Background: an optimization exercise with open tools, aiming at small area and a short achievable clock period. Do not read the settings as production practice. Function was checked by simulation only, so behaviour that the tests miss may differ from the original. Power is estimated from default activity; no workload was simulated.

==> flow/run.sh <==
#!/bin/bash
# Standard ORFS layout (the standard.sh, unchanged synthesis), except that the
# input and output ports are buffered with a plain buffer cell instead of the
# delay-type buffer that buffer_ports picks by default.
set -euo pipefail
bash standard.sh "BUFFER_PORTS_ARGS=-buffer_cell sky130_fd_sc_hd__buf_2" finish > orfs_make.log 2>&1
==> standard.sh <==
#!/bin/bash
# synth_recipe.tcl (not shown) runs the flow's synth.tcl, then flattens the netlist and writes it again
# the make line also repeats each setting of config.mk as NAME=value (left out here)
make -C /OpenROAD-flow-scripts/flow DESIGN_CONFIG=/design/flow/config.mk WORK_HOME=/design/flow/orfs CLKGATE_MAP_FILE= SYNTH_SCRIPT=/design/flow/synth_recipe.tcl "${@:-finish}"
==> config.mk <==
export PLATFORM = sky130hd
export DESIGN_NAME = DSP
export DESIGN_NICKNAME = DSP
export VERILOG_FILES = /design/flow/design.v
export SDC_FILE = /design/flow/constraint.sdc
export NUM_CORES = 4
export LEC_CHECK = 0
export CAP_MARGIN = 20
export CORE_MARGIN = 2
export CORE_UTILIZATION = 60
export CTS_BUF_LIST = sky130_fd_sc_hd__clkbuf_8
export SETUP_SLACK_MARGIN = 4.5
export SLEW_MARGIN = 20
export SYNTH_HIERARCHICAL = 1
export SYNTH_MINIMUM_KEEP_SIZE = 0
==> constraint.sdc <==
create_clock -name core_clock -period 7.0 [get_ports {clk}]
set_input_delay 1.4000 -clock core_clock [delete_from_list [all_inputs] [get_ports {clk}]]
set_output_delay 1.4000 -clock core_clock [all_outputs]
set_load 0.01 [all_outputs]
==> design.v <==
module fa (input a, input b, input c, output s, output co);
    assign s  = a ^ b ^ c;
    assign co = (a & b) | (a & c) | (b & c);
endmodule
module xn2 (input a, input b, output y);
    assign y = ~(a ^ b);
endmodule
module or2 (input a, input b, output y);
    assign y = a | b;
endmodule
module fa1 (input a, input b, output s, output co);
    xn2 u_s (.a(a), .b(b), .y(s));
    or2 u_c (.a(a), .b(b), .y(co));
endmodule
module ha (input a, input b, output s, output co);
    assign s  = a ^ b;
    assign co = a & b;
endmodule
module ks18 (input [17:0] a, input [17:0] b, output [17:0] s);
    localparam W = 18;
    localparam L = 5;
    wire [W-1:0] g [0:L];
    wire [W-1:0] p [0:L];
    assign g[0] = a & b;
    assign p[0] = a ^ b;
    genvar l, i;
    generate for (l = 0; l < L; l = l + 1) begin : g_l
        for (i = 0; i < W; i = i + 1) begin : g_i
            if (i >= (1 << l)) begin : g_m
                assign g[l+1][i] = g[l][i] | (p[l][i] & g[l][i-(1<<l)]);
                assign p[l+1][i] = p[l][i] & p[l][i-(1<<l)];
            end else begin : g_k
                assign g[l+1][i] = g[l][i];
                assign p[l+1][i] = p[l][i];
            end
        end
    end endgenerate
    assign s = p[0] ^ {g[L][W-2:0], 1'b0};
endmodule
module DSP (a,b,c,d,clk,rst_n,p);
    parameter OPERATION = "ADD" ;
    input [17:0] a,b,d;
    input [47:0] c;
    input clk,rst_n;
    output reg [47:0] p;
    wire [19:0] ax = {2'b00, a};
        reg [8:0] bo, bt, bn;
    reg bz;
    reg [17:0] s1;
    wire [17:0] s0;
    ks18 u_pre (.a(b), .b(d), .s(s0));
    reg [115:0] x;
    reg [47:0] r0;
    reg [47:8] r1;
    reg rc;
    wire [47:0] cd = {c[47:36] - 12'd1, c[35:0]};
    wire [115:0] xn;
    wire [8:0] nn = ~bn;
    wire [18:0] sx = {1'b0, s1};
    wire [18:0] sy = {s1, 1'b0};
    wire [17:0] pz = {18{bz}} & s1;
    wire [18:0] pp0 = (({19{bo[0]}} & sx) | ({19{bt[0]}} & sy)) ^ {19{bn[0]}};
    wire [18:0] pp1 = (({19{bo[1]}} & sx) | ({19{bt[1]}} & sy)) ^ {19{bn[1]}};
    wire [18:0] pp2 = (({19{bo[2]}} & sx) | ({19{bt[2]}} & sy)) ^ {19{bn[2]}};
    wire [18:0] pp3 = (({19{bo[3]}} & sx) | ({19{bt[3]}} & sy)) ^ {19{bn[3]}};
    wire [18:0] pp4 = (({19{bo[4]}} & sx) | ({19{bt[4]}} & sy)) ^ {19{bn[4]}};
    wire [18:0] pp5 = (({19{bo[5]}} & sx) | ({19{bt[5]}} & sy)) ^ {19{bn[5]}};
    wire [18:0] pp6 = (({19{bo[6]}} & sx) | ({19{bt[6]}} & sy)) ^ {19{bn[6]}};
    wire [18:0] pp7 = (({19{bo[7]}} & sx) | ({19{bt[7]}} & sy)) ^ {19{bn[7]}};
    wire [18:0] pp8 = (({19{bo[8]}} & sx) | ({19{bt[8]}} & sy)) ^ {19{bn[8]}};
    wire fs1, fk1;
    wire fs2, fk2;
    wire fs3, fk3;
    wire fs4, fk4;
    wire fs5, fk5;
    wire fs6, fk6;
    wire fs7, fk7;
    wire fs8, fk8;
    wire fs9, fk9;
    wire fs10, fk10;
    wire fs11, fk11;
    wire fs12, fk12;
    wire fs13, fk13;
    wire fs14, fk14;
    wire fs15, fk15;
    wire fs16, fk16;
    wire fs17, fk17;
    wire fs18, fk18;
    wire fs19, fk19;
    wire fs20, fk20;
    wire fs21, fk21;
    wire fs22, fk22;
    wire fs23, fk23;
    wire fs24, fk24;
    wire fs25, fk25;
    wire fs26, fk26;
    wire fs27, fk27;
    wire fs28, fk28;
    wire fs29, fk29;
    wire fs30, fk30;
    wire gs1, gk1;
    wire fs31, fk31;
    wire fs32, fk32;
    wire gs2, gk2;
    wire fs33, fk33;
    wire fs34, fk34;
    wire fs35, fk35;
    wire fs36, fk36;
    wire fs37, fk37;
    wire gs3, gk3;
    wire fs38, fk38;
    wire fs39, fk39;
    wire fs40, fk40;
    wire fs41, fk41;
    wire gs4, gk4;
    wire fs42, fk42;
    wire fs43, fk43;
    wire fs44, fk44;
    wire gs5, gk5;
    wire fs45, fk45;
    wire fs46, fk46;
    wire fs47, fk47;
    wire gs6, gk6;
    wire fs48, fk48;
    wire fs49, fk49;
    wire gs7, gk7;
    wire fs50, fk50;
    wire gs8, gk8;
    wire fs51, fk51;
    wire gs9, gk9;
    wire fs52, fk52;
    wire fs53, fk53;
    wire fs54, fk54;
    wire fs55, fk55;
    wire fs56, fk56;
    wire fs57, fk57;
    wire fs58, fk58;
    wire fs59, fk59;
    wire fs60, fk60;
    wire fs61, fk61;
    wire fs62, fk62;
    wire fs63, fk63;
    wire fs64, fk64;
    wire fs65, fk65;
    wire fs66, fk66;
    wire fs67, fk67;
    wire fs68, fk68;
    wire fs69, fk69;
    wire fs70, fk70;
    wire fs71, fk71;
    wire fs72, fk72;
    wire fs73, fk73;
    wire fs74, fk74;
    wire fs75, fk75;
    wire fs76, fk76;
    wire fs77, fk77;
    wire fs78, fk78;
    wire fs79, fk79;
    wire fs80, fk80;
    wire fs81, fk81;
    wire fs82, fk82;
    wire fs83, fk83;
    wire fs84, fk84;
    wire fs85, fk85;
    wire fs86, fk86;
    wire fs87, fk87;
    wire fs88, fk88;
    wire fs89, fk89;
    wire fs90, fk90;
    wire fs91, fk91;
    wire hs1, hk1;
    wire hs2, hk2;
    wire hs3, hk3;
    wire hs4, hk4;
    wire hs5, hk5;
    wire fs92, fk92;
    wire fs93, fk93;
    wire hs6, hk6;
    wire fs94, fk94;
    wire hs7, hk7;
    wire fs95, fk95;
    wire hs8, hk8;
    wire fs96, fk96;
    wire hs9, hk9;
    wire fs97, fk97;
    wire hs10, hk10;
    wire hs11, hk11;
    wire hs12, hk12;
    wire hs13, hk13;
    wire hs14, hk14;
    wire fs98, fk98;
    wire fs99, fk99;
    wire fs100, fk100;
    wire fs101, fk101;
    wire fs102, fk102;
    wire fs103, fk103;
    wire fs104, fk104;
    wire fs105, fk105;
    wire fs106, fk106;
    wire fs107, fk107;
    wire fs108, fk108;
    wire fs109, fk109;
    wire fs110, fk110;
    wire fs111, fk111;
    wire fs112, fk112;
    wire hs15, hk15;
    wire fs113, fk113;
    wire hs16, hk16;
    wire hs17, hk17;
    wire hs18, hk18;
    wire hs19, hk19;
    wire hs20, hk20;
    wire hs21, hk21;
    wire fs114, fk114;
    wire fs115, fk115;
    wire fs116, fk116;
    wire fs117, fk117;
    wire fs118, fk118;
    wire fs119, fk119;
    wire fs120, fk120;
    wire fs121, fk121;
    wire fs122, fk122;
    wire fs123, fk123;
    wire fs124, fk124;
    wire fs125, fk125;
    wire fs126, fk126;
    wire fs127, fk127;
    wire fs128, fk128;
    wire fs129, fk129;
    wire fs130, fk130;
    wire fs131, fk131;
    wire fs132, fk132;
    wire fs133, fk133;
    wire fs134, fk134;
    wire fs135, fk135;
    wire fs136, fk136;
    wire hs22, hk22;
    wire fs137, fk137;
    wire hs23, hk23;
    wire fs138, fk138;
    wire hs24, hk24;
    wire hs25, hk25;
    wire hs26, hk26;
    wire fs139, fk139;
    wire fs140, fk140;
    wire fs141, fk141;
    wire fs142, fk142;
    wire fs143, fk143;
    wire fs144, fk144;
    wire fs145, fk145;
    wire fs146, fk146;
    wire fs147, fk147;
    wire fs148, fk148;
    wire fs149, fk149;
    wire fs150, fk150;
    wire fs151, fk151;
    wire fs152, fk152;
    wire fs153, fk153;
    wire fs154, fk154;
    wire fs155, fk155;
    wire fs156, fk156;
    wire fs157, fk157;
    wire fs158, fk158;
    wire fs159, fk159;
    wire fs160, fk160;
    wire fs161, fk161;
    wire fs162, fk162;
    wire fs163, fk163;
    wire fs164, fk164;
    wire fs165, fk165;
    wire fs166, fk166;
    wire fs167, fk167;
    wire fs168, fk168;
    wire fs169, fk169;
    wire fs170, fk170;
    wire hs27, hk27;
    fa u1 (.a(pp0[2]), .b(pp1[0]), .c(bn[1]), .s(fs1), .co(fk1));
    fa u2 (.a(pp0[4]), .b(pp1[2]), .c(pp2[0]), .s(fs2), .co(fk2));
    fa u3 (.a(pp0[5]), .b(pp1[3]), .c(pp2[1]), .s(fs3), .co(fk3));
    fa u4 (.a(pp0[6]), .b(pp1[4]), .c(pp2[2]), .s(fs4), .co(fk4));
    fa u5 (.a(pp0[7]), .b(pp1[5]), .c(pp2[3]), .s(fs5), .co(fk5));
    fa u6 (.a(pp0[8]), .b(pp1[6]), .c(pp2[4]), .s(fs6), .co(fk6));
    fa u7 (.a(pp3[2]), .b(pp4[0]), .c(bn[4]), .s(fs7), .co(fk7));
    fa u8 (.a(pp0[9]), .b(pp1[7]), .c(pp2[5]), .s(fs8), .co(fk8));
    fa u9 (.a(pp0[10]), .b(pp1[8]), .c(pp2[6]), .s(fs9), .co(fk9));
    fa u10 (.a(pp3[4]), .b(pp4[2]), .c(pp5[0]), .s(fs10), .co(fk10));
    fa u11 (.a(pp0[11]), .b(pp1[9]), .c(pp2[7]), .s(fs11), .co(fk11));
    fa u12 (.a(pp3[5]), .b(pp4[3]), .c(pp5[1]), .s(fs12), .co(fk12));
    fa u13 (.a(pp0[12]), .b(pp1[10]), .c(pp2[8]), .s(fs13), .co(fk13));
    fa u14 (.a(pp3[6]), .b(pp4[4]), .c(pp5[2]), .s(fs14), .co(fk14));
    fa u15 (.a(pp0[13]), .b(pp1[11]), .c(pp2[9]), .s(fs15), .co(fk15));
    fa u16 (.a(pp3[7]), .b(pp4[5]), .c(pp5[3]), .s(fs16), .co(fk16));
    fa u17 (.a(pp0[14]), .b(pp1[12]), .c(pp2[10]), .s(fs17), .co(fk17));
    fa u18 (.a(pp3[8]), .b(pp4[6]), .c(pp5[4]), .s(fs18), .co(fk18));
    fa u19 (.a(pp6[2]), .b(pp7[0]), .c(bn[7]), .s(fs19), .co(fk19));
    fa u20 (.a(pp0[15]), .b(pp1[13]), .c(pp2[11]), .s(fs20), .co(fk20));
    fa u21 (.a(pp3[9]), .b(pp4[7]), .c(pp5[5]), .s(fs21), .co(fk21));
    fa u22 (.a(pp0[16]), .b(pp1[14]), .c(pp2[12]), .s(fs22), .co(fk22));
    fa u23 (.a(pp3[10]), .b(pp4[8]), .c(pp5[6]), .s(fs23), .co(fk23));
    fa u24 (.a(pp6[4]), .b(pp7[2]), .c(pp8[0]), .s(fs24), .co(fk24));
    fa u25 (.a(pp0[17]), .b(pp1[15]), .c(pp2[13]), .s(fs25), .co(fk25));
    fa u26 (.a(pp3[11]), .b(pp4[9]), .c(pp5[7]), .s(fs26), .co(fk26));
    fa u27 (.a(pp6[5]), .b(pp7[3]), .c(pp8[1]), .s(fs27), .co(fk27));
    fa u28 (.a(pp0[18]), .b(pp1[16]), .c(pp2[14]), .s(fs28), .co(fk28));
    fa u29 (.a(pp3[12]), .b(pp4[10]), .c(pp5[8]), .s(fs29), .co(fk29));
    fa u30 (.a(pp6[6]), .b(pp7[4]), .c(pp8[2]), .s(fs30), .co(fk30));
    fa1 v1 (.a(nn[0]), .b(pp1[17]), .s(gs1), .co(gk1));
    fa u31 (.a(pp2[15]), .b(pp3[13]), .c(pp4[11]), .s(fs31), .co(fk31));
    fa u32 (.a(pp5[9]), .b(pp6[7]), .c(pp7[5]), .s(fs32), .co(fk32));
    fa1 v2 (.a(pp1[18]), .b(pp2[16]), .s(gs2), .co(gk2));
    fa u33 (.a(pp3[14]), .b(pp4[12]), .c(pp5[10]), .s(fs33), .co(fk33));
    fa u34 (.a(pp6[8]), .b(pp7[6]), .c(pp8[4]), .s(fs34), .co(fk34));
    fa u35 (.a(nn[1]), .b(pp2[17]), .c(pp3[15]), .s(fs35), .co(fk35));
    fa u36 (.a(pp4[13]), .b(pp5[11]), .c(pp6[9]), .s(fs36), .co(fk36));
    fa u37 (.a(pp7[7]), .b(pp8[5]), .c(pz[3]), .s(fs37), .co(fk37));
    fa1 v3 (.a(pp2[18]), .b(pp3[16]), .s(gs3), .co(gk3));
    fa u38 (.a(pp4[14]), .b(pp5[12]), .c(pp6[10]), .s(fs38), .co(fk38));
    fa u39 (.a(pp7[8]), .b(pp8[6]), .c(pz[4]), .s(fs39), .co(fk39));
    fa u40 (.a(nn[2]), .b(pp3[17]), .c(pp4[15]), .s(fs40), .co(fk40));
    fa u41 (.a(pp5[13]), .b(pp6[11]), .c(pp7[9]), .s(fs41), .co(fk41));
    fa1 v4 (.a(pp3[18]), .b(pp4[16]), .s(gs4), .co(gk4));
    fa u42 (.a(pp5[14]), .b(pp6[12]), .c(pp7[10]), .s(fs42), .co(fk42));
    fa u43 (.a(nn[3]), .b(pp4[17]), .c(pp5[15]), .s(fs43), .co(fk43));
    fa u44 (.a(pp6[13]), .b(pp7[11]), .c(pp8[9]), .s(fs44), .co(fk44));
    fa1 v5 (.a(pp4[18]), .b(pp5[16]), .s(gs5), .co(gk5));
    fa u45 (.a(pp6[14]), .b(pp7[12]), .c(pp8[10]), .s(fs45), .co(fk45));
    fa u46 (.a(nn[4]), .b(pp5[17]), .c(pp6[15]), .s(fs46), .co(fk46));
    fa u47 (.a(pp7[13]), .b(pp8[11]), .c(pz[9]), .s(fs47), .co(fk47));
    fa1 v6 (.a(pp5[18]), .b(pp6[16]), .s(gs6), .co(gk6));
    fa u48 (.a(pp7[14]), .b(pp8[12]), .c(pz[10]), .s(fs48), .co(fk48));
    fa u49 (.a(nn[5]), .b(pp6[17]), .c(pp7[15]), .s(fs49), .co(fk49));
    fa1 v7 (.a(pp6[18]), .b(pp7[16]), .s(gs7), .co(gk7));
    fa u50 (.a(nn[6]), .b(pp7[17]), .c(pp8[15]), .s(fs50), .co(fk50));
    fa1 v8 (.a(pp7[18]), .b(pp8[16]), .s(gs8), .co(gk8));
    fa u51 (.a(nn[7]), .b(pp8[17]), .c(pz[15]), .s(fs51), .co(fk51));
    fa1 v9 (.a(pp8[18]), .b(pz[16]), .s(gs9), .co(gk9));
    fa u52 (.a(fk1), .b(pp0[3]), .c(pp1[1]), .s(fs52), .co(fk52));
    fa u53 (.a(fk3), .b(fs4), .c(pp3[0]), .s(fs53), .co(fk53));
    fa u54 (.a(fk4), .b(fs5), .c(pp3[1]), .s(fs54), .co(fk54));
    fa u55 (.a(fk5), .b(fs6), .c(fs7), .s(fs55), .co(fk55));
    fa u56 (.a(fk6), .b(fk7), .c(fs8), .s(fs56), .co(fk56));
    fa u57 (.a(fk8), .b(fs9), .c(fs10), .s(fs57), .co(fk57));
    fa u58 (.a(fk9), .b(fk10), .c(fs11), .s(fs58), .co(fk58));
    fa u59 (.a(fk11), .b(fk12), .c(fs13), .s(fs59), .co(fk59));
    fa u60 (.a(fs14), .b(pp6[0]), .c(bn[6]), .s(fs60), .co(fk60));
    fa u61 (.a(fk13), .b(fk14), .c(fs15), .s(fs61), .co(fk61));
    fa u62 (.a(fk15), .b(fk16), .c(fs17), .s(fs62), .co(fk62));
    fa u63 (.a(fk17), .b(fk18), .c(fk19), .s(fs63), .co(fk63));
    fa u64 (.a(fs20), .b(fs21), .c(pp6[3]), .s(fs64), .co(fk64));
    fa u65 (.a(fk20), .b(fk21), .c(fs22), .s(fs65), .co(fk65));
    fa u66 (.a(fs23), .b(fs24), .c(bn[8]), .s(fs66), .co(fk66));
    fa u67 (.a(fk22), .b(fk23), .c(fk24), .s(fs67), .co(fk67));
    fa u68 (.a(fs25), .b(fs26), .c(fs27), .s(fs68), .co(fk68));
    fa u69 (.a(fk25), .b(fk26), .c(fk27), .s(fs69), .co(fk69));
    fa u70 (.a(fs28), .b(fs29), .c(fs30), .s(fs70), .co(fk70));
    fa u71 (.a(fk28), .b(fk29), .c(fk30), .s(fs71), .co(fk71));
    fa u72 (.a(gs1), .b(fs31), .c(fs32), .s(fs72), .co(fk72));
    fa u73 (.a(gk1), .b(fk31), .c(fk32), .s(fs73), .co(fk73));
    fa u74 (.a(gs2), .b(fs33), .c(fs34), .s(fs74), .co(fk74));
    fa u75 (.a(gk2), .b(fk33), .c(fk34), .s(fs75), .co(fk75));
    fa u76 (.a(fs35), .b(fs36), .c(fs37), .s(fs76), .co(fk76));
    fa u77 (.a(fk35), .b(fk36), .c(fk37), .s(fs77), .co(fk77));
    fa u78 (.a(gs3), .b(fs38), .c(fs39), .s(fs78), .co(fk78));
    fa u79 (.a(gk3), .b(fk38), .c(fk39), .s(fs79), .co(fk79));
    fa u80 (.a(fs40), .b(fs41), .c(pp8[7]), .s(fs80), .co(fk80));
    fa u81 (.a(fk40), .b(fk41), .c(gs4), .s(fs81), .co(fk81));
    fa u82 (.a(fs42), .b(pp8[8]), .c(pz[6]), .s(fs82), .co(fk82));
    fa u83 (.a(gk4), .b(fk42), .c(fs43), .s(fs83), .co(fk83));
    fa u84 (.a(fk43), .b(fk44), .c(gs5), .s(fs84), .co(fk84));
    fa u85 (.a(gk5), .b(fk45), .c(fs46), .s(fs85), .co(fk85));
    fa u86 (.a(fk46), .b(fk47), .c(gs6), .s(fs86), .co(fk86));
    fa u87 (.a(gk6), .b(fk48), .c(fs49), .s(fs87), .co(fk87));
    fa u88 (.a(fk49), .b(gs7), .c(pp8[14]), .s(fs88), .co(fk88));
    fa u89 (.a(gk7), .b(fs50), .c(pz[13]), .s(fs89), .co(fk89));
    fa u90 (.a(fk50), .b(gs8), .c(pz[14]), .s(fs90), .co(fk90));
    fa u91 (.a(gk9), .b(nn[8]), .c(pz[17]), .s(fs91), .co(fk91));
    ha h1 (.a(x[29]), .b(x[30]), .s(hs1), .co(hk1));
    ha h2 (.a(x[34]), .b(x[35]), .s(hs2), .co(hk2));
    ha h3 (.a(x[38]), .b(x[39]), .s(hs3), .co(hk3));
    ha h4 (.a(x[42]), .b(x[43]), .s(hs4), .co(hk4));
    ha h5 (.a(x[46]), .b(x[47]), .s(hs5), .co(hk5));
    fa u92 (.a(x[50]), .b(x[51]), .c(x[52]), .s(fs92), .co(fk92));
    fa u93 (.a(x[55]), .b(x[56]), .c(x[57]), .s(fs93), .co(fk93));
    ha h6 (.a(x[58]), .b(x[59]), .s(hs6), .co(hk6));
    fa u94 (.a(x[61]), .b(x[62]), .c(x[63]), .s(fs94), .co(fk94));
    ha h7 (.a(x[64]), .b(x[65]), .s(hs7), .co(hk7));
    fa u95 (.a(x[66]), .b(x[67]), .c(x[68]), .s(fs95), .co(fk95));
    ha h8 (.a(x[70]), .b(x[71]), .s(hs8), .co(hk8));
    fa u96 (.a(x[74]), .b(x[75]), .c(x[76]), .s(fs96), .co(fk96));
    ha h9 (.a(x[79]), .b(x[80]), .s(hs9), .co(hk9));
    fa u97 (.a(x[83]), .b(x[84]), .c(x[85]), .s(fs97), .co(fk97));
    ha h10 (.a(x[88]), .b(x[89]), .s(hs10), .co(hk10));
    ha h11 (.a(x[16]), .b(x[17]), .s(hs11), .co(hk11));
    ha h12 (.a(x[20]), .b(x[21]), .s(hs12), .co(hk12));
    ha h13 (.a(x[23]), .b(x[24]), .s(hs13), .co(hk13));
    ha h14 (.a(x[26]), .b(x[27]), .s(hs14), .co(hk14));
    fa u98 (.a(x[31]), .b(x[32]), .c(x[33]), .s(fs98), .co(fk98));
    fa u99 (.a(x[36]), .b(x[37]), .c(hk1), .s(fs99), .co(fk99));
    fa u100 (.a(x[40]), .b(x[41]), .c(hk2), .s(fs100), .co(fk100));
    fa u101 (.a(x[44]), .b(x[45]), .c(hk3), .s(fs101), .co(fk101));
    fa u102 (.a(x[48]), .b(x[49]), .c(hk4), .s(fs102), .co(fk102));
    fa u103 (.a(x[53]), .b(x[54]), .c(hk5), .s(fs103), .co(fk103));
    fa u104 (.a(x[60]), .b(fk92), .c(fs93), .s(fs104), .co(fk104));
    fa u105 (.a(fk93), .b(hk6), .c(fs94), .s(fs105), .co(fk105));
    fa u106 (.a(x[69]), .b(fk94), .c(hk7), .s(fs106), .co(fk106));
    fa u107 (.a(x[72]), .b(x[73]), .c(fk95), .s(fs107), .co(fk107));
    fa u108 (.a(x[77]), .b(x[78]), .c(hk8), .s(fs108), .co(fk108));
    fa u109 (.a(x[81]), .b(x[82]), .c(fk96), .s(fs109), .co(fk109));
    fa u110 (.a(x[86]), .b(x[87]), .c(hk9), .s(fs110), .co(fk110));
    fa u111 (.a(x[90]), .b(x[91]), .c(fk97), .s(fs111), .co(fk111));
    fa u112 (.a(x[92]), .b(x[93]), .c(x[94]), .s(fs112), .co(fk112));
    ha h15 (.a(x[95]), .b(x[96]), .s(hs15), .co(hk15));
    fa u113 (.a(x[98]), .b(x[99]), .c(x[100]), .s(fs113), .co(fk113));
    ha h16 (.a(x[102]), .b(x[103]), .s(hs16), .co(hk16));
    ha h17 (.a(x[5]), .b(x[6]), .s(hs17), .co(hk17));
    ha h18 (.a(x[8]), .b(x[9]), .s(hs18), .co(hk18));
    ha h19 (.a(x[10]), .b(x[11]), .s(hs19), .co(hk19));
    ha h20 (.a(x[12]), .b(x[13]), .s(hs20), .co(hk20));
    ha h21 (.a(x[14]), .b(x[15]), .s(hs21), .co(hk21));
    fa u114 (.a(x[18]), .b(x[19]), .c(hs11), .s(fs114), .co(fk114));
    fa u115 (.a(x[22]), .b(hk11), .c(hs12), .s(fs115), .co(fk115));
    fa u116 (.a(x[25]), .b(hk12), .c(hs13), .s(fs116), .co(fk116));
    fa u117 (.a(x[28]), .b(hk13), .c(hs14), .s(fs117), .co(fk117));
    fa u118 (.a(hs1), .b(hk14), .c(fs98), .s(fs118), .co(fk118));
    fa u119 (.a(hs2), .b(fk98), .c(fs99), .s(fs119), .co(fk119));
    fa u120 (.a(hs3), .b(fk99), .c(fs100), .s(fs120), .co(fk120));
    fa u121 (.a(hs4), .b(fk100), .c(fs101), .s(fs121), .co(fk121));
    fa u122 (.a(hs5), .b(fk101), .c(fs102), .s(fs122), .co(fk122));
    fa u123 (.a(fs92), .b(fk102), .c(fs103), .s(fs123), .co(fk123));
    fa u124 (.a(hs6), .b(fk103), .c(fs104), .s(fs124), .co(fk124));
    fa u125 (.a(hs7), .b(fk104), .c(fs105), .s(fs125), .co(fk125));
    fa u126 (.a(fs95), .b(fk105), .c(fs106), .s(fs126), .co(fk126));
    fa u127 (.a(hs8), .b(fk106), .c(fs107), .s(fs127), .co(fk127));
    fa u128 (.a(fs96), .b(fk107), .c(fs108), .s(fs128), .co(fk128));
    fa u129 (.a(hs9), .b(fk108), .c(fs109), .s(fs129), .co(fk129));
    fa u130 (.a(fs97), .b(fk109), .c(fs110), .s(fs130), .co(fk130));
    fa u131 (.a(hs10), .b(fk110), .c(fs111), .s(fs131), .co(fk131));
    fa u132 (.a(hk10), .b(fk111), .c(fs112), .s(fs132), .co(fk132));
    fa u133 (.a(x[97]), .b(fk112), .c(hs15), .s(fs133), .co(fk133));
    fa u134 (.a(x[101]), .b(hk15), .c(fs113), .s(fs134), .co(fk134));
    fa u135 (.a(x[104]), .b(fk113), .c(hs16), .s(fs135), .co(fk135));
    fa u136 (.a(x[105]), .b(x[106]), .c(hk16), .s(fs136), .co(fk136));
    ha h22 (.a(x[107]), .b(x[108]), .s(hs22), .co(hk22));
    fa u137 (.a(x[109]), .b(x[110]), .c(x[111]), .s(fs137), .co(fk137));
    ha h23 (.a(x[112]), .b(x[113]), .s(hs23), .co(hk23));
    fa u138 (.a(x[0]), .b(x[1]), .c(cd[0]), .s(fs138), .co(fk138));
    ha h24 (.a(x[2]), .b(cd[1]), .s(hs24), .co(hk24));
    ha h25 (.a(x[3]), .b(cd[2]), .s(hs25), .co(hk25));
    ha h26 (.a(x[4]), .b(cd[3]), .s(hs26), .co(hk26));
    fa u139 (.a(x[7]), .b(hs17), .c(cd[4]), .s(fs139), .co(fk139));
    fa u140 (.a(hk17), .b(hs18), .c(cd[5]), .s(fs140), .co(fk140));
    fa u141 (.a(hk18), .b(hs19), .c(cd[6]), .s(fs141), .co(fk141));
    fa u142 (.a(hk19), .b(hs20), .c(cd[7]), .s(fs142), .co(fk142));
    fa u143 (.a(hk20), .b(hs21), .c(cd[8]), .s(fs143), .co(fk143));
    fa u144 (.a(hk21), .b(fs114), .c(cd[9]), .s(fs144), .co(fk144));
    fa u145 (.a(fk114), .b(fs115), .c(cd[10]), .s(fs145), .co(fk145));
    fa u146 (.a(fk115), .b(fs116), .c(cd[11]), .s(fs146), .co(fk146));
    fa u147 (.a(fk116), .b(fs117), .c(cd[12]), .s(fs147), .co(fk147));
    fa u148 (.a(fk117), .b(fs118), .c(cd[13]), .s(fs148), .co(fk148));
    fa u149 (.a(fk118), .b(fs119), .c(cd[14]), .s(fs149), .co(fk149));
    fa u150 (.a(fk119), .b(fs120), .c(cd[15]), .s(fs150), .co(fk150));
    fa u151 (.a(fk120), .b(fs121), .c(cd[16]), .s(fs151), .co(fk151));
    fa u152 (.a(fk121), .b(fs122), .c(cd[17]), .s(fs152), .co(fk152));
    fa u153 (.a(fk122), .b(fs123), .c(cd[18]), .s(fs153), .co(fk153));
    fa u154 (.a(fk123), .b(fs124), .c(cd[19]), .s(fs154), .co(fk154));
    fa u155 (.a(fk124), .b(fs125), .c(cd[20]), .s(fs155), .co(fk155));
    fa u156 (.a(fk125), .b(fs126), .c(cd[21]), .s(fs156), .co(fk156));
    fa u157 (.a(fk126), .b(fs127), .c(cd[22]), .s(fs157), .co(fk157));
    fa u158 (.a(fk127), .b(fs128), .c(cd[23]), .s(fs158), .co(fk158));
    fa u159 (.a(fk128), .b(fs129), .c(cd[24]), .s(fs159), .co(fk159));
    fa u160 (.a(fk129), .b(fs130), .c(cd[25]), .s(fs160), .co(fk160));
    fa u161 (.a(fk130), .b(fs131), .c(cd[26]), .s(fs161), .co(fk161));
    fa u162 (.a(fk131), .b(fs132), .c(cd[27]), .s(fs162), .co(fk162));
    fa u163 (.a(fk132), .b(fs133), .c(cd[28]), .s(fs163), .co(fk163));
    fa u164 (.a(fk133), .b(fs134), .c(cd[29]), .s(fs164), .co(fk164));
    fa u165 (.a(fk134), .b(fs135), .c(cd[30]), .s(fs165), .co(fk165));
    fa u166 (.a(fk135), .b(fs136), .c(cd[31]), .s(fs166), .co(fk166));
    fa u167 (.a(fk136), .b(hs22), .c(cd[32]), .s(fs167), .co(fk167));
    fa u168 (.a(hk22), .b(fs137), .c(cd[33]), .s(fs168), .co(fk168));
    fa u169 (.a(fk137), .b(hs23), .c(cd[34]), .s(fs169), .co(fk169));
    fa u170 (.a(x[114]), .b(hk23), .c(cd[35]), .s(fs170), .co(fk170));
    ha h27 (.a(x[115]), .b(cd[36]), .s(hs27), .co(hk27));
    assign xn[0] = pp0[0];
    assign xn[1] = bn[0];
    assign xn[2] = pp0[1];
    assign xn[3] = fs1;
    assign xn[4] = fs52;
    assign xn[5] = fk52;
    assign xn[6] = fs2;
    assign xn[7] = bn[2];
    assign xn[8] = fk2;
    assign xn[9] = fs3;
    assign xn[10] = fs53;
    assign xn[11] = bn[3];
    assign xn[12] = fk53;
    assign xn[13] = fs54;
    assign xn[14] = fk54;
    assign xn[15] = fs55;
    assign xn[16] = fk55;
    assign xn[17] = fs56;
    assign xn[18] = pp3[3];
    assign xn[19] = pp4[1];
    assign xn[20] = fk56;
    assign xn[21] = fs57;
    assign xn[22] = bn[5];
    assign xn[23] = fk57;
    assign xn[24] = fs58;
    assign xn[25] = fs12;
    assign xn[26] = fk58;
    assign xn[27] = fs59;
    assign xn[28] = fs60;
    assign xn[29] = fk59;
    assign xn[30] = fk60;
    assign xn[31] = fs61;
    assign xn[32] = fs16;
    assign xn[33] = pp6[1];
    assign xn[34] = fk61;
    assign xn[35] = fs62;
    assign xn[36] = fs18;
    assign xn[37] = fs19;
    assign xn[38] = fk62;
    assign xn[39] = fs63;
    assign xn[40] = fs64;
    assign xn[41] = pp7[1];
    assign xn[42] = fk63;
    assign xn[43] = fk64;
    assign xn[44] = fs65;
    assign xn[45] = fs66;
    assign xn[46] = fk65;
    assign xn[47] = fk66;
    assign xn[48] = fs67;
    assign xn[49] = fs68;
    assign xn[50] = fk67;
    assign xn[51] = fk68;
    assign xn[52] = fs69;
    assign xn[53] = fs70;
    assign xn[54] = pz[0];
    assign xn[55] = fk69;
    assign xn[56] = fk70;
    assign xn[57] = fs71;
    assign xn[58] = fs72;
    assign xn[59] = pp8[3];
    assign xn[60] = pz[1];
    assign xn[61] = fk71;
    assign xn[62] = fk72;
    assign xn[63] = fs73;
    assign xn[64] = fs74;
    assign xn[65] = pz[2];
    assign xn[66] = fk73;
    assign xn[67] = fk74;
    assign xn[68] = fs75;
    assign xn[69] = fs76;
    assign xn[70] = fk75;
    assign xn[71] = fk76;
    assign xn[72] = fs77;
    assign xn[73] = fs78;
    assign xn[74] = fk77;
    assign xn[75] = fk78;
    assign xn[76] = fs79;
    assign xn[77] = fs80;
    assign xn[78] = pz[5];
    assign xn[79] = fk79;
    assign xn[80] = fk80;
    assign xn[81] = fs81;
    assign xn[82] = fs82;
    assign xn[83] = fk81;
    assign xn[84] = fk82;
    assign xn[85] = fs83;
    assign xn[86] = fs44;
    assign xn[87] = pz[7];
    assign xn[88] = fk83;
    assign xn[89] = fs84;
    assign xn[90] = fs45;
    assign xn[91] = pz[8];
    assign xn[92] = fk84;
    assign xn[93] = fs85;
    assign xn[94] = fs47;
    assign xn[95] = fk85;
    assign xn[96] = fs86;
    assign xn[97] = fs48;
    assign xn[98] = fk86;
    assign xn[99] = fs87;
    assign xn[100] = pp8[13];
    assign xn[101] = pz[11];
    assign xn[102] = fk87;
    assign xn[103] = fs88;
    assign xn[104] = pz[12];
    assign xn[105] = fk88;
    assign xn[106] = fs89;
    assign xn[107] = fk89;
    assign xn[108] = fs90;
    assign xn[109] = fk90;
    assign xn[110] = gk8;
    assign xn[111] = fs51;
    assign xn[112] = fk51;
    assign xn[113] = gs9;
    assign xn[114] = fs91;
    assign xn[115] = fk91;
    wire [47:0] r0n = {cd[47], cd[46], cd[45], cd[44], cd[43], cd[42], cd[41], cd[40], cd[39], cd[38], hk27, fk170, fk169, fk168, fk167, fk166, fk165, fk164, fk163, fk162, fk161, fk160, fk159, fk158, fk157, fk156, fk155, fk154, fk153, fk152, fk151, fk150, fk149, fk148, fk147, fk146, fk145, fk144, fk143, fk142, fk141, fk140, fk139, hk26, hk25, hk24, fk138, fs138};
    wire [47:0] r1n = {1'b0, 1'b0, 1'b0, 1'b0, 1'b0, 1'b0, 1'b0, 1'b0, 1'b0, 1'b0, cd[37], hs27, fs170, fs169, fs168, fs167, fs166, fs165, fs164, fs163, fs162, fs161, fs160, fs159, fs158, fs157, fs156, fs155, fs154, fs153, fs152, fs151, fs150, fs149, fs148, fs147, fs146, fs145, fs144, fs143, fs142, fs141, fs140, fs139, hs26, hs25, hs24, 1'b0};
    wire [8:0] lo = r0n[7:0] + r1n[7:0];
    wire [40:0] hi = {r0[47:8], 1'b1} + {r1[47:8], rc};
    always @(posedge clk or negedge rst_n) begin
        if (!rst_n) begin
            bo <= 0; bt <= 0; bn <= 0; bz <= 0;
            s1 <= 0; x <= 116'b01101001010010001001001000100010001000100010001000011000000000000000000000000000000000000000000000000000000000000000; r0 <= 0; r1 <= 0; rc <= 0; p <= 0;
        end else begin
            bo[0] <= ax[0] ^ 1'b0;
            bt[0] <= (ax[1] & ~ax[0] & ~1'b0) | (~ax[1] & ax[0] & 1'b0);
            bn[0] <= ax[1];
            bo[1] <= ax[2] ^ ax[1];
            bt[1] <= (ax[3] & ~ax[2] & ~ax[1]) | (~ax[3] & ax[2] & ax[1]);
            bn[1] <= ax[3];
            bo[2] <= ax[4] ^ ax[3];
            bt[2] <= (ax[5] & ~ax[4] & ~ax[3]) | (~ax[5] & ax[4] & ax[3]);
            bn[2] <= ax[5];
            bo[3] <= ax[6] ^ ax[5];
            bt[3] <= (ax[7] & ~ax[6] & ~ax[5]) | (~ax[7] & ax[6] & ax[5]);
            bn[3] <= ax[7];
            bo[4] <= ax[8] ^ ax[7];
            bt[4] <= (ax[9] & ~ax[8] & ~ax[7]) | (~ax[9] & ax[8] & ax[7]);
            bn[4] <= ax[9];
            bo[5] <= ax[10] ^ ax[9];
            bt[5] <= (ax[11] & ~ax[10] & ~ax[9]) | (~ax[11] & ax[10] & ax[9]);
            bn[5] <= ax[11];
            bo[6] <= ax[12] ^ ax[11];
            bt[6] <= (ax[13] & ~ax[12] & ~ax[11]) | (~ax[13] & ax[12] & ax[11]);
            bn[6] <= ax[13];
            bo[7] <= ax[14] ^ ax[13];
            bt[7] <= (ax[15] & ~ax[14] & ~ax[13]) | (~ax[15] & ax[14] & ax[13]);
            bn[7] <= ax[15];
            bo[8] <= ax[16] ^ ax[15];
            bt[8] <= (ax[17] & ~ax[16] & ~ax[15]) | (~ax[17] & ax[16] & ax[15]);
            bn[8] <= ax[17];
            bz <= a[17];
            s1 <= s0;
            x  <= xn;
            r0 <= {r0n[47:8], lo[7:0]};
            r1 <= r1n[47:8];
            rc <= lo[8];
            p  <= {hi[40:1], r0[7:0]};
        end
    end
endmodule
==> flow_summary_export.csv, run 1 <==
group,metric,value,unit
sta,finalSetupViolations,0,
setup_path,critical-path-top-cell-by-count,"sky130_fd_sc_hd__fa_1",
pwr,p_per_area,493,nW/um2
drt,drc,0,
cts,cts.path.max_buffers,3,
finish,ant_diodes,0,
setup_path,critical-path-top-delay-family,"adder cells",
sta,achievable-frequency,394,MHz
die,die_h,177,um
setup_path,start_kind,"flop",
cts,htreeDepth,2,
logic_synthesis,synth.ff_latch_count,288,
drt,vias_per_cell,6.00,
logic_synthesis,yosysSeqAreaShare,40.2,%
logic_synthesis,synth_top_area_cell,"sky130_fd_sc_hd__dfrtp_1",
finish,fraction_of_final_layout_cells_sized_beyond_drive_strength_1,21.8,%
sta,fin_setup_tns,0,ns
logic_synthesis,avgSynthCellArea,12.1,um2
cts,clkSinkCount,288,
finish,post_layout_nonfiller_instances,2017,
global_routing,grt-ovfl-total,0,
drt,antenna_violating_nets_post_route,0,
finish,fin_nets,1949,
drt,detailed_router_s_first_iteration_violation_count,1002,
setup_path,critical_path_peak_fanout,1,
pwr,max-vdd-ir-drop,0.000252,V
global_routing,number_of_global_route_vias_before_repair,12497,
die,ios,152,
sta,final.min_clock_period,2.54,ns
die,core.rowCount,63,
cts,numCtsBuffers,47,
logic_synthesis,yosysTopAreaCellShare,37.8,%
cts,path_clk_slew,0.06,ns
logic_synthesis,distinct_cell_type_count_of_the_synthesized_netlist,59,
logic_synthesis,yosys_warnings,8,
setup_path,cp_slowest_stage_delay,0.62,ns
placed_design,instance_count_after_placement_with_tap_cells_included,1925,
global_routing,global_route_wire_length_before_repair,66500,um
global_routing,number_of_antenna_violations_at_the_first_check_in_global_routing,1,
setup_path,cp_num_buf_inv,0,
logic_synthesis,synth_async_sr_flop_share,100,%
drt,post_drt_wl_per_cell,20.5,um
logic_synthesis,synth-edff-count,0,
die,fp.dieW,177,um
logic_synthesis,synth.area.top_cells,"sky130_fd_sc_hd__dfrtp_1 38%, sky130_fd_sc_hd__fa_1 19%, sky130_fd_sc_hd__xnor2_1 10%",
placed_design,finalWeightedCongestion,0.843,
cts,cts.root.buffer_cell,"sky130_fd_sc_hd__clkbuf_8",
sta,timing.final.crit_share,36.3,%
hold_path,hold_path_class,"reg -> reg",
placed_design,portBuffers,151,
drt,drt_wl_total,41300,um
cts,hold_buffers,0,
sta,rsz0062_at_grt,"yes",
global_routing,grt_util_all_layers,27.3,%
cts,clk-insertion-delay-late,0.58,ns
finish,flow.area_growth_from_synthesis,12.8,%
die,die-area,31300,um2
die,initial_core_util,60.8,%
placed_design,place_hpwl,28200,um
run,drv.max_cap_violation_count,0,
status,outcome,"no timing/DRC/antenna violations",
sta,timing.max_slew.rel_slack,43.0,%
setup_path,worst-endpoint-arrival,2.98,ns
drt,drt_pass1_iterations,6,
sta,final_max_slew_viol_count,0,
logic_synthesis,synth_nets,1847,
setup_path,worstSetupEndpointType,"flop",
setup_path,category_of_the_most_critical_setup_path,"reg -> reg",
sta,worst-slew-pin-transition,0.854,ns
logic_synthesis,ys_dominant_reg_cell,"sky130_fd_sc_hd__dfrtp_1",
pwr,power.static_leakage,8.45,nW
global_routing,grt_start_max_net_pins,174,
drt,dr_total_vias,12107,
setup_path,cp_cell_sequence,"fa_2, fa_1, fa_1, fa_1",
cts,cts_tree,"built",
sta,hold_fails_final_rpt,0,
die,fp.coreArea,29600,um2
sta,final.hold.worst_slack,0.345,ns
sta,finalClockSkew,0.0277,ns
setup_path,required,7.44,ns
setup_path,critPathSlowestCell,"sky130_fd_sc_hd__fa_2",
logic_synthesis,post_synth_instance_area,18000,um2
logic_synthesis,postSynthCellCount,1488,
## cells by family (layout without fill, tap and decap cells)
family,count (synthesis),in the layout,synth area share (%)
xor gates and xnor gates,250,250,12.2
buffers and inverters,143,282,3.04
DFF,288,288,40.2
muxes,3,3,0.167
and+or+nand+nor,205,205,5.93
adders and majority gates,255,255,25.0
AOI/OAI and AO/OA,344,344,13.4
## per-module statistics from Yosys, one instance, submodules excluded, a selection
module	flops+latches	cells inside	copies in the design
or2	0	1	9
xn2	0	1	9
ha	0	1	27
ks18	0	117	1
fa	0	1	170
DSP	288	1156	1
## layout by cell type (no fill, tap or decap), drive strengths merged, types with 7 or more instances in the layout
cell	synthesis	layout
inv	32	49
fa	173	173
nand2b	9	9
a31oi	7	7
o21ai	42	42
a22oi	154	154
o21bai	12	12
buf	21	163
clkbuf	90	58
nand3	15	15
nand4	16	16
a211oi	8	8
a21oi	54	54
nor3	12	12
xnor2	214	214
and2	20	20
or2	12	12
o31ai	7	7
clkinv	0	9
nor2	31	31
o211ai	13	13
ha	82	82
dfstp	17	17
xor2	36	36
a21o	18	18
nand3b	11	11
nand2	57	57
dfrtp	271	271
## final timing paths
kind | start | cells after the start | slack, ns | to
max | x[55] | 4 | 4.46 | r1[11]
min | r0[5] | 0 | 0.35 | p[5]
max reg2reg | x[55] | 4 | 4.46 | r1[11]
min reg2reg | r0[5] | 0 | 0.35 | p[5]
max in group asynchronous | rst_n | 2 | 5.09 | x[89]
min in group asynchronous | rst_n | 1 | 0.90 | p[8]
## per-stage QoR
stage	setup WS [ns]	utilization [%]	cell area, um2	power (mW)
floorplan	4.12	-	18200	6.85
global placement	3.89	64.7	19100	8.31
detailed placement	3.87	64.7	19100	8.49
CTS	4.45	68.1	20100	10.0
global route	4.41	68.5	20300	11.0
finish	4.46	68.5	20300	9.99
## synth_stat cells (20+ instances only)
| master | instances |
|---|---|
| sky130_fd_sc_hd__nand2_1 | 55 |
| sky130_fd_sc_hd__a21oi_1 | 54 |
| sky130_fd_sc_hd__a22oi_1 | 154 |
| sky130_fd_sc_hd__xnor2_1 | 214 |
| sky130_fd_sc_hd__nor2_1 | 31 |
| sky130_fd_sc_hd__fa_1 | 173 |
| sky130_fd_sc_hd__inv_1 | 32 |
| sky130_fd_sc_hd__ha_1 | 82 |
| sky130_fd_sc_hd__dfrtp_1 | 271 |
| sky130_fd_sc_hd__clkbuf_1 | 90 |
| sky130_fd_sc_hd__xor2_1 | 36 |
| sky130_fd_sc_hd__o21ai_0 | 35 |
| sky130_fd_sc_hd__and2_1 | 20 |
## area by class of cell
cell class | count | area (um2)
Clock buffer | 57 | 785
Tap cell | 390 | 488
Multi-Input combinational cell | 1057 | 10500
Inverter | 32 | 120
Clock inverter | 29 | 169
Timing Repair Buffer | 164 | 913
Sequential cell | 288 | 7280
Fill cell | 2241 | 9310
## layer usage
metal  track usage, %  vias to the layer above  wire (um)
met5                0                        -          7
met4             9.13                        2       1330
met3             6.29                      118       3600
met2             40.6                      552      18200
met1             40.0                     6100      18100
li1                 -                     5335          -
## power by group
group          total (mW)  internal, mW  switching, mW  leakage, nW
Sequential           2.98          2.49          0.490         3.32
Clock                1.45         0.782          0.672        0.548
Combinational        5.56          2.54           3.02         4.58
## flip-flops by register name (all words and copies together) (netlist names)
| name | cells |
|---|---|
| bn | 9 |
| bo | 9 |
| bt | 9 |
| p | 48 |
| r0 | 48 |
| r1 | 30 |
| rc | 1 |
| s1 | 18 |
| x | 116 |
## what timing repair did
action | CTS | global route
cloned | 0 | 1
buffers inserted | 4 | 1
pin swaps | 7 | 9
resized for setup | 23 | 35
setup endpoints to repair | 41 | 230
==> inputs of run 2 (changes only) <==
--- a/config.mk
+++ b/config.mk
@@ -9,7 +9,7 @@
 export CORE_MARGIN = 2
 export CORE_UTILIZATION = 60
 export CTS_BUF_LIST = sky130_fd_sc_hd__clkbuf_8
-export SETUP_SLACK_MARGIN = 4.5
+export SETUP_SLACK_MARGIN = 4.4
 export SLEW_MARGIN = 20
 export SYNTH_HIERARCHICAL = 1
 export SYNTH_MINIMUM_KEEP_SIZE = 0
==> run 2 against run 1 <==
  * Via count down 1.8%
  * Setup slack worse by 0.041 ns
  * Area after synthesis unchanged
  * Utilization about the same
  * Synthesized cell count unchanged
  * Sequential power about the same
  * Count of clock-buffer cells in the layout up 2
  * Maximum frequency down 1.6%
  * Critical endpoint is now x[49]
  * Highest routed layer is now met4
==> flow_summary_export.csv, run 2 <==
group,metric,value,unit
finish,final_cell_mix,"245 x sky130_fd_sc_hd__dfrtp_1, 214 x sky130_fd_sc_hd__xnor2_1, 168 x sky130_fd_sc_hd__fa_1",
logic_synthesis,postSynthCellCount,1488,
drt,drc,0,
sta,final.min_clock_period,2.58,ns
logic_synthesis,yosysSeqAreaShare,40.2,%
logic_synthesis,yosys_warnings,8,
sta,achievable-frequency,387,MHz
logic_synthesis,synth_nets,1847,
finish,flow.area_growth_from_synthesis,12.7,%
finish,fin_nets,1946,
finish,registers_with_the_highest_flip_flop_counts,"x (116), p (48), r0 (48)",
sta,finalClockSkew,0.0316,ns
setup_path,start_kind,"flop",
setup_path,required,7.41,ns
sta,rsz0062_at_grt,"yes",
logic_synthesis,distinct_cell_type_count_of_the_synthesized_netlist,59,
global_routing,global_route_wire_length_before_repair,65700,um
global_routing,grt-ovfl-total,0,
setup_path,critical_path_peak_fanout,18,
hold_path,hold_path_class,"reg -> reg",
finish,post_layout_nonfiller_instances,2013,
finish,finish.instance_area,20200,um2
logic_synthesis,post_synth_instance_area,18000,um2
sta,setup_slack,4.42,ns
drt,detailed_router_s_first_iteration_violation_count,1043,
sta,finalSetupViolations,0,
placed_design,placedInstanceArea,19100,um2
global_routing,grt_start_max_net_pins,173,
status,outcome,"no timing/DRC/antenna violations",
drt,post_drt_wl_per_cell,20.3,um
finish,fraction_of_final_layout_cells_sized_beyond_drive_strength_1,20.1,%
setup_path,category_of_the_most_critical_setup_path,"reg -> reg",
die,die-area,31300,um2
drt,dr_total_vias,11887,
logic_synthesis,synth.cells.most_frequent,"271 x sky130_fd_sc_hd__dfrtp_1, 214 x sky130_fd_sc_hd__xnor2_1, 173 x sky130_fd_sc_hd__fa_1",
logic_synthesis,yosysTopAreaCellShare,37.8,%
cts,cts_tree,"built",
placed_design,place_hpwl,28400,um
logic_synthesis,post-synth-top-count-cell,"sky130_fd_sc_hd__dfrtp_1",
sta,worst-slew-pin-transition,0.900,ns
sta,timing.final.crit_share,36.9,%
sta,hold_fails_final_rpt,0,
placed_design,instance_count_after_placement_with_tap_cells_included,1925,
finish,final_core_utilization,68.5,%
drt,drt_wl_total,40900,um
cts,htreeDepth,2,
logic_synthesis,synth_top_area_cell,"sky130_fd_sc_hd__dfrtp_1",
sta,timing.max_slew.rel_slack,40.0,%
finish,nFillCells,2240,
logic_synthesis,synth-edff-count,0,
cts,clkSinkCount,288,
die,die_h,177,um
setup_path,worstSetupEndpointType,"flop",
global_routing,number_of_global_route_vias_before_repair,12435,
pwr,power.static_leakage,8.49,nW
drt,vias_per_cell,5.91,
setup_path,worst-endpoint-arrival,2.99,ns
cts,cts.path.max_buffers,3,
run,drv.max_cap_violation_count,0,
die,initial_core_util,60.8,%
logic_synthesis,avgSynthCellArea,12.1,um2
die,fp.coreArea,29600,um2
cts,numCtsBuffers,47,
sta,fin_setup_tns,0,ns
drt,antenna_violating_nets_post_route,0,
cts,hold_buffers,0,
sta,final_max_slew_viol_count,0,
drt,drt_pass1_iterations,6,
logic_synthesis,synth_async_sr_flop_share,100,%
cts,path_clk_slew,0.06,ns
placed_design,finalWeightedCongestion,0.848,
logic_synthesis,synth.ff_latch_count,288,
finish,largest_register_ffs,116,
cts,clk-insertion-delay-late,0.59,ns
die,ios,152,
global_routing,grt_util_all_layers,27.1,%
logic_synthesis,synth.area.top_cells,"sky130_fd_sc_hd__dfrtp_1 38%, sky130_fd_sc_hd__fa_1 19%, sky130_fd_sc_hd__xnor2_1 10%",
finish,ant_diodes,0,
global_routing,number_of_antenna_violations_at_the_first_check_in_global_routing,1,
pwr,p_per_area,501,nW/um2
die,core.rowCount,63,
die,fp.dieW,177,um
finish,most_common_cell_after_layout_fill_and_taps_aside,"sky130_fd_sc_hd__dfrtp_1",
cts,cts.root.buffer_cell,"sky130_fd_sc_hd__clkbuf_8",
finish,top_register,"x",
placed_design,detailedPlace.worstSlack,3.89,ns
pwr,max-vdd-ir-drop,0.000187,V
logic_synthesis,ys_dominant_reg_cell,"sky130_fd_sc_hd__dfrtp_1",
placed_design,portBuffers,151,
-- run 2: metal layers --
layer	global-route usage, %	part of all wire, %	vias to the layer above
met5	0	0	-
met4	8.33	2.2	0
met3	6.21	7.8	79
met2	40.8	45	472
met1	39.4	45	6004
li1	-	-	5332
-- run 2: final cells by class --
cell class	count	area [um2]	share of cell area, %
Clock buffer	59	812	4.01
Clock inverter	26	260	1.29
Inverter	32	120	0.593
Multi-Input combinational cell	1057	10400	51.6
Sequential cell	288	7260	35.9
Tap cell	390	488	2.41
Timing Repair Buffer	161	861	4.25
-- run 2: path summary, 6_finish.rpt --
| check | from | endpoint | slack, ns | depth (start not counted) |
|---|---|---|---|---|
| setup reg to reg | bt[5] | x[49] | 4.42 | 4 |
| setup / recovery | bt[5] | x[49] | 4.42 | 4 |
| hold / removal | r0[6] | p[6] | 0.35 | 0 |
| hold reg to reg | r0[6] | p[6] | 0.35 | 0 |
| min in group asynchronous | rst_n | p[8] | 0.88 | 1 |
| max in group asynchronous | rst_n | s1[9] | 4.79 | 2 |
-- run 2: logic make-up (layout without fill, tap and decap cells) --
| kind of cell | count (synthesis) | count (layout) | synth area share, % |
|---|---|---|---|
| AND/OR/NAND/NOR | 205 | 205 | 5.93 |
| multiplexers | 3 | 3 | 0.167 |
| flip-flops | 288 | 288 | 40.2 |
| AO/OA/AOI/OAI | 344 | 344 | 13.4 |
| adder cells (fa/ha/maj) | 255 | 255 | 25.0 |
| XOR/XNOR | 250 | 250 | 12.2 |
| buffers and inverters | 143 | 278 | 3.04 |
-- run 2: where the power goes --
group | switching, mW | total [mW] | internal, mW
Sequential | 0.484 | 2.97 | 2.49
Clock | 0.661 | 1.61 | 0.951
Combinational | 3.04 | 5.56 | 2.52
-- run 2: worst max-delay path, stage by stage, from the launching register on --
cell	delay (ns)
sky130_fd_sc_hd__dfrtp_1	0.93
sky130_fd_sc_hd__a22oi_1	0.18
sky130_fd_sc_hd__xnor2_1	0.24
sky130_fd_sc_hd__fa_1	0.48
sky130_fd_sc_hd__fa_1	0.57
-- run 2: stage by stage --
step	hold WS [ns]	total power [mW]
2_1_floorplan	0.331	6.85
3_3_place_gp	0.333	8.32
3_5_place_dp	0.336	8.53
4_1_cts	0.349	10.2
5_1_grt	0.360	11.1
6_report	0.348	10.1
-- run 2: repair_timing --
| action | 4_1_cts | 5_1_grt |
|---|---|---|
| hold endpoints to repair | 0 | 0 |
| buffers inserted | 1 | 2 |
| pin swaps | 1 | 3 |
| gates resized for setup | 1 | 31 |
| endpoints found under the setup margin | 9 | 35 |
-- run 2: per-module statistics from Yosys, one instance, submodules excluded, a selection --
module	cells inside	flip-flops and latches	cell area (um2)
ha	1	0	12.5
fa	1	0	20.0
xn2	1	0	8.76
ks18	117	0	845
or2	1	0	6.26
DSP	1156	288	13200
==> inputs of run 3 (changes only) <==
==> flow/run.sh (replaced) <==
#!/bin/bash
# Standard ORFS layout (the standard.sh, unchanged synthesis), except that the
# input and output ports are buffered with a plain buffer cell instead of the
# delay-type buffer that buffer_ports picks by default.
set -euo pipefail
bash standard.sh "BUFFER_PORTS_ARGS=-buffer_cell sky130_fd_sc_hd__buf_1" finish > orfs_make.log 2>&1
--- a/config.mk
+++ b/config.mk
@@ -9,7 +9,7 @@
 export CORE_MARGIN = 2
 export CORE_UTILIZATION = 60
 export CTS_BUF_LIST = sky130_fd_sc_hd__clkbuf_8
-export SETUP_SLACK_MARGIN = 4.4
+export SETUP_SLACK_MARGIN = 4.5
 export SLEW_MARGIN = 20
 export SYNTH_HIERARCHICAL = 1
 export SYNTH_MINIMUM_KEEP_SIZE = 0
==> run 3 against run 2 <==
  * Utilization fell by 0.38 points
  * Wire length rose by 0.48%
  * Count of clock-buffer cells in the layout fell by 3
  * First-iteration DRC count fell by 9.3%
  * Die area did not move
  * Clock skew rose by 0.012 ns
  * Still clean
  * Final cell count rose by 0.50%
  * Critical path depth did not move
  * Highest routed layer unchanged
  * Critical path type unchanged
  * Critical endpoint is now r1[12]
  * Combinational power rose by 1%
==> flow_summary_export.csv, run 3 <==
group,metric,value,unit
setup_path,critical-path-top-cell-by-count,"sky130_fd_sc_hd__fa_1",
die,fp.coreArea,29600,um2
global_routing,grt_util_all_layers,26.6,%
drt,drt_pass1_iterations,6,
logic_synthesis,ys_dominant_reg_cell,"sky130_fd_sc_hd__dfrtp_1",
setup_path,crit_path_end,"r1[12]",
setup_path,regToRegEndpoint,"r1[12]",
cts,cts_tree,"built",
setup_path,critPathSlowestCell,"sky130_fd_sc_hd__dfstp_2",
hold_path,hold_path_class,"reg -> reg",
finish,largest_register_ffs,116,
logic_synthesis,post-synth-top-count-cell,"sky130_fd_sc_hd__dfrtp_1",
die,ios,152,
pwr,cell_internal_pwr,5.81,mW
finish,registers_with_the_highest_flip_flop_counts,"x (116), p (48), r0 (48)",
setup_path,reg2reg_path_depth,4,
setup_path,worst-endpoint-arrival,2.99,ns
global_routing,grt.met2_usage,39.7,%
global_routing,gr-max-usage-layer,"met2",
finish,fraction_of_final_layout_cells_sized_beyond_drive_strength_1,13.7,%
drt,vias_per_cell,5.87,
logic_synthesis,synth.ff_latch_count,288,
global_routing,grt_start_max_net_pins,175,
logic_synthesis,synth_async_sr_flop_share,100,%
cts,cts.path.max_buffers,3,
pwr,p_per_area,498,nW/um2
logic_synthesis,synth_top_area_cell,"sky130_fd_sc_hd__dfrtp_1",
setup_path,timing.reg2reg.setup_slack,4.45,ns
die,initial_core_util,60.8,%
global_routing,grt-ovfl-total,0,
setup_path,required,7.44,ns
die,fp.dieW,177,um
sta,finalClockSkew,0.0434,ns
pwr,power.static_leakage,8.15,nW
drt,detailed_router_s_first_iteration_violation_count,946,
pwr,switching_share,42.0,%
finish,flow.area_growth_from_synthesis,12.1,%
finish,nFillCells,2221,
logic_synthesis,yosysSeqAreaShare,40.2,%
finish,ant_diodes,0,
drt,dr_total_vias,11879,
cts,htreeDepth,2,
cts,numCtsBuffers,48,
setup_path,path_depth,4,
global_routing,use_met3,6.74,%
logic_synthesis,synth.area.top_cells,"sky130_fd_sc_hd__dfrtp_1 38%, sky130_fd_sc_hd__fa_1 19%, sky130_fd_sc_hd__xnor2_1 10%",
pwr,clock_power_share,14.3,%
placed_design,place_hpwl,28200,um
pwr,share_comb_of_total_power,56.1,%
cts,path_clk_slew,0.06,ns
setup_path,crit-reg2reg-launch,"x[63]",
pwr,p_sw,4.21,mW
status,outcome,"no timing/DRC/antenna violations",
logic_synthesis,avgSynthCellArea,12.1,um2
logic_synthesis,yosysTopAreaCellShare,37.8,%
logic_synthesis,distinct_cell_type_count_of_the_synthesized_netlist,59,
cts,cts.root.buffer_cell,"sky130_fd_sc_hd__clkbuf_8",
run,drv.max_cap_violation_count,0,
logic_synthesis,synth.cells.most_frequent,"271 x sky130_fd_sc_hd__dfrtp_1, 214 x sky130_fd_sc_hd__xnor2_1, 173 x sky130_fd_sc_hd__fa_1",
sta,finalSetupViolations,0,
die,die_h,177,um
sta,rsz0062_at_grt,"yes",
global_routing,number_of_antenna_violations_at_the_first_check_in_global_routing,1,
pwr,max-vdd-ir-drop,0.000194,V
sta,timing.max_slew.rel_slack,43.2,%
setup_path,cp_slowest_stage_delay,0.53,ns
finish,multi_input_comb_area,10500,um2
sta,timing.final.crit_share,36.4,%
setup_path,critPathLaunch,"x[63]",
global_routing,global_route_wire_length_before_repair,65000,um
logic_synthesis,synth_nets,1847,
drt,post_drt_wl_per_cell,20.3,um
sta,final.min_clock_period,2.55,ns
sta,final.hold.worst_slack,0.348,ns
cts,clkSinkCount,288,
finish,most_common_cell_after_layout_fill_and_taps_aside,"sky130_fd_sc_hd__dfrtp_1",
drt,drc,0,
placed_design,finalWeightedCongestion,0.870,
logic_synthesis,synth-edff-count,0,
cts,clk-insertion-delay-late,0.59,ns
sta,hold_fails_final_rpt,0,
cts,hold_buffers,0,
logic_synthesis,postSynthCellCount,1488,
setup_path,critical-path-top-delay-family,"adder cells",
die,core.rowCount,63,
finish,final-seq-area,7280,um2
global_routing,globalRouteMet1Util,38.5,%
setup_path,cp_num_buf_inv,0,
sta,worst-slew-pin-transition,0.851,ns
setup_path,cp_cell_sequence,"fa_1, fa_1, fa_1, fa_1",
finish,final_cell_mix,"233 x sky130_fd_sc_hd__dfrtp_1, 214 x sky130_fd_sc_hd__xnor2_1, 169 x sky130_fd_sc_hd__fa_1",
setup_path,critical_path_peak_fanout,1,
sta,achievable-frequency,393,MHz
setup_path,category_of_the_most_critical_setup_path,"reg -> reg",
global_routing,number_of_global_route_vias_before_repair,12126,
finish,fin_nets,1956,
drt,drt_wl_total,41100,um
pwr,seq_power_share,29.6,%
logic_synthesis,post_synth_instance_area,18000,um2
setup_path,worstSetupEndpointType,"flop",
placed_design,portBuffers,151,
die,die-area,31300,um2
sta,fin_setup_tns,0,ns
sta,final_max_slew_viol_count,0,
drt,antenna_violating_nets_post_route,0,
finish,final_core_utilization,68.1,%
finish,top_register,"x",
hold_path,worst_hold_path.num_cells,0,
logic_synthesis,yosys_warnings,8,
setup_path,start_kind,"flop",
## run 3: layout make-up
type	count	share of cell area [%]
flip-flops and latches	288	36.1
well taps	390	2.42
clock inverters	30	0.827
repair buffers	170	3.95
clock buffers	56	3.83
multi-input cells	1057	52.2
inverters	32	0.597
## run 3: modules after synthesis, one instance, submodules excluded, excerpt
module,flip-flops and latches,cell area [um2],cells,copies in the design
DSP,288,13200,1156,1
ha,0,12.5,1,27
xn2,0,8.76,1,9
ks18,0,845,117,1
or2,0,6.26,1,9
fa,0,20.0,1,170
## run 3: routing by layer
layer,wire length (um),vias up
li1,-,5355
met1,18100,5919
met2,18300,522
met3,3590,83
met4,1070,0
met5,0,-
## run 3: cells by family after synthesis
family	count (synthesis)	share of synthesized area (%)
buffers and inverters	143	3.04
DFF	288	40.2
xor gates and xnor gates	250	12.2
adders and majority gates	255	25.0
muxes	3	0.167
AOI/OAI and AO/OA	344	13.4
and+or+nand+nor	205	5.93
## run 3: timing repair
item,4_1_cts,5_1_grt
setup buffers,4,6
cloned,0,1
resized for setup,17,67
setup endpoints to repair,53,146
pin swaps,4,7
## run 3: stage by stage
stage	cell area (um2)	setup WS (ns)	power, mW	cells
2_1_floorplan	18200	4.12	6.85	1488
6_report	20100	4.45	10.0	2023
3_3_place_gp	18900	3.91	8.30	1926
3_5_place_dp	18900	3.89	8.45	1926
5_1_grt	20100	4.39	11.0	2023
4_1_cts	19900	4.47	9.96	2016
## run 3: worst min-delay path by stage
| stage | endpoint | from | slack [ns] |
|---|---|---|---|
| 4_1_cts | p[3] | r0[3] | 0.35 |
| 2_1_floorplan | p[0] | r0[0] | 0.33 |
| 5_1_grt | p[3] | r0[3] | 0.36 |
| 3_5_place_dp | p[0] | r0[0] | 0.34 |
| 6_report | p[3] | r0[3] | 0.35 |
| 3_3_place_gp | p[2] | r0[2] | 0.33 |
## run 3: power by group through the flow
| stage | combinational, mW | sequential (mW) | clock, mW |
|---|---|---|---|
| after floorplan | 4.07 | 2.78 | 0 |
| after global placement | 5.34 | 2.97 | 0 |
| after detailed placement | 5.47 | 2.98 | 0 |
| after CTS | 5.53 | 2.96 | 1.48 |
| after global routing | 6.39 | 3.04 | 1.56 |
| final | 5.63 | 2.97 | 1.43 |

## port drivers added, routing unchanged
The results above use ideal ports. As a check the final layouts listed here were re-extracted and re-timed, cells and wires unchanged.
Step 1 sets driving cells, clkbuf_16 on the clock port and buf_2 on the other inputs (assumed; they add their load-dependent delay and slew).
Step 2 moves the port delays by t, midway between the first and last clock arrival at a register: inputs arrive t later, outputs are due t later. That takes back most of the time a late clock gives input paths.
Slacks: no drivers / after step 1 / after step 2; pairs: no drivers / after step 1.
| run | t (ns) | slack for setup (ns) | hold WS [ns] |
|---|---|---|---|
| run 1 | 0.619 | 4.459 / 4.459 / 3.917 | 0.345 / 0.345 / 0.345 |
| run 2 | 0.621 | 4.419 / 4.419 / 3.887 | 0.348 / 0.348 / 0.348 |
| run 3 | 0.619 | 4.454 / 4.454 / 3.908 | 0.348 / 0.348 / 0.348 |
After both steps setup and hold are still met in every run listed. The setup slack of run 3, which loses most, moves by 0.000 ns with the drivers and by -0.546 ns with both steps.
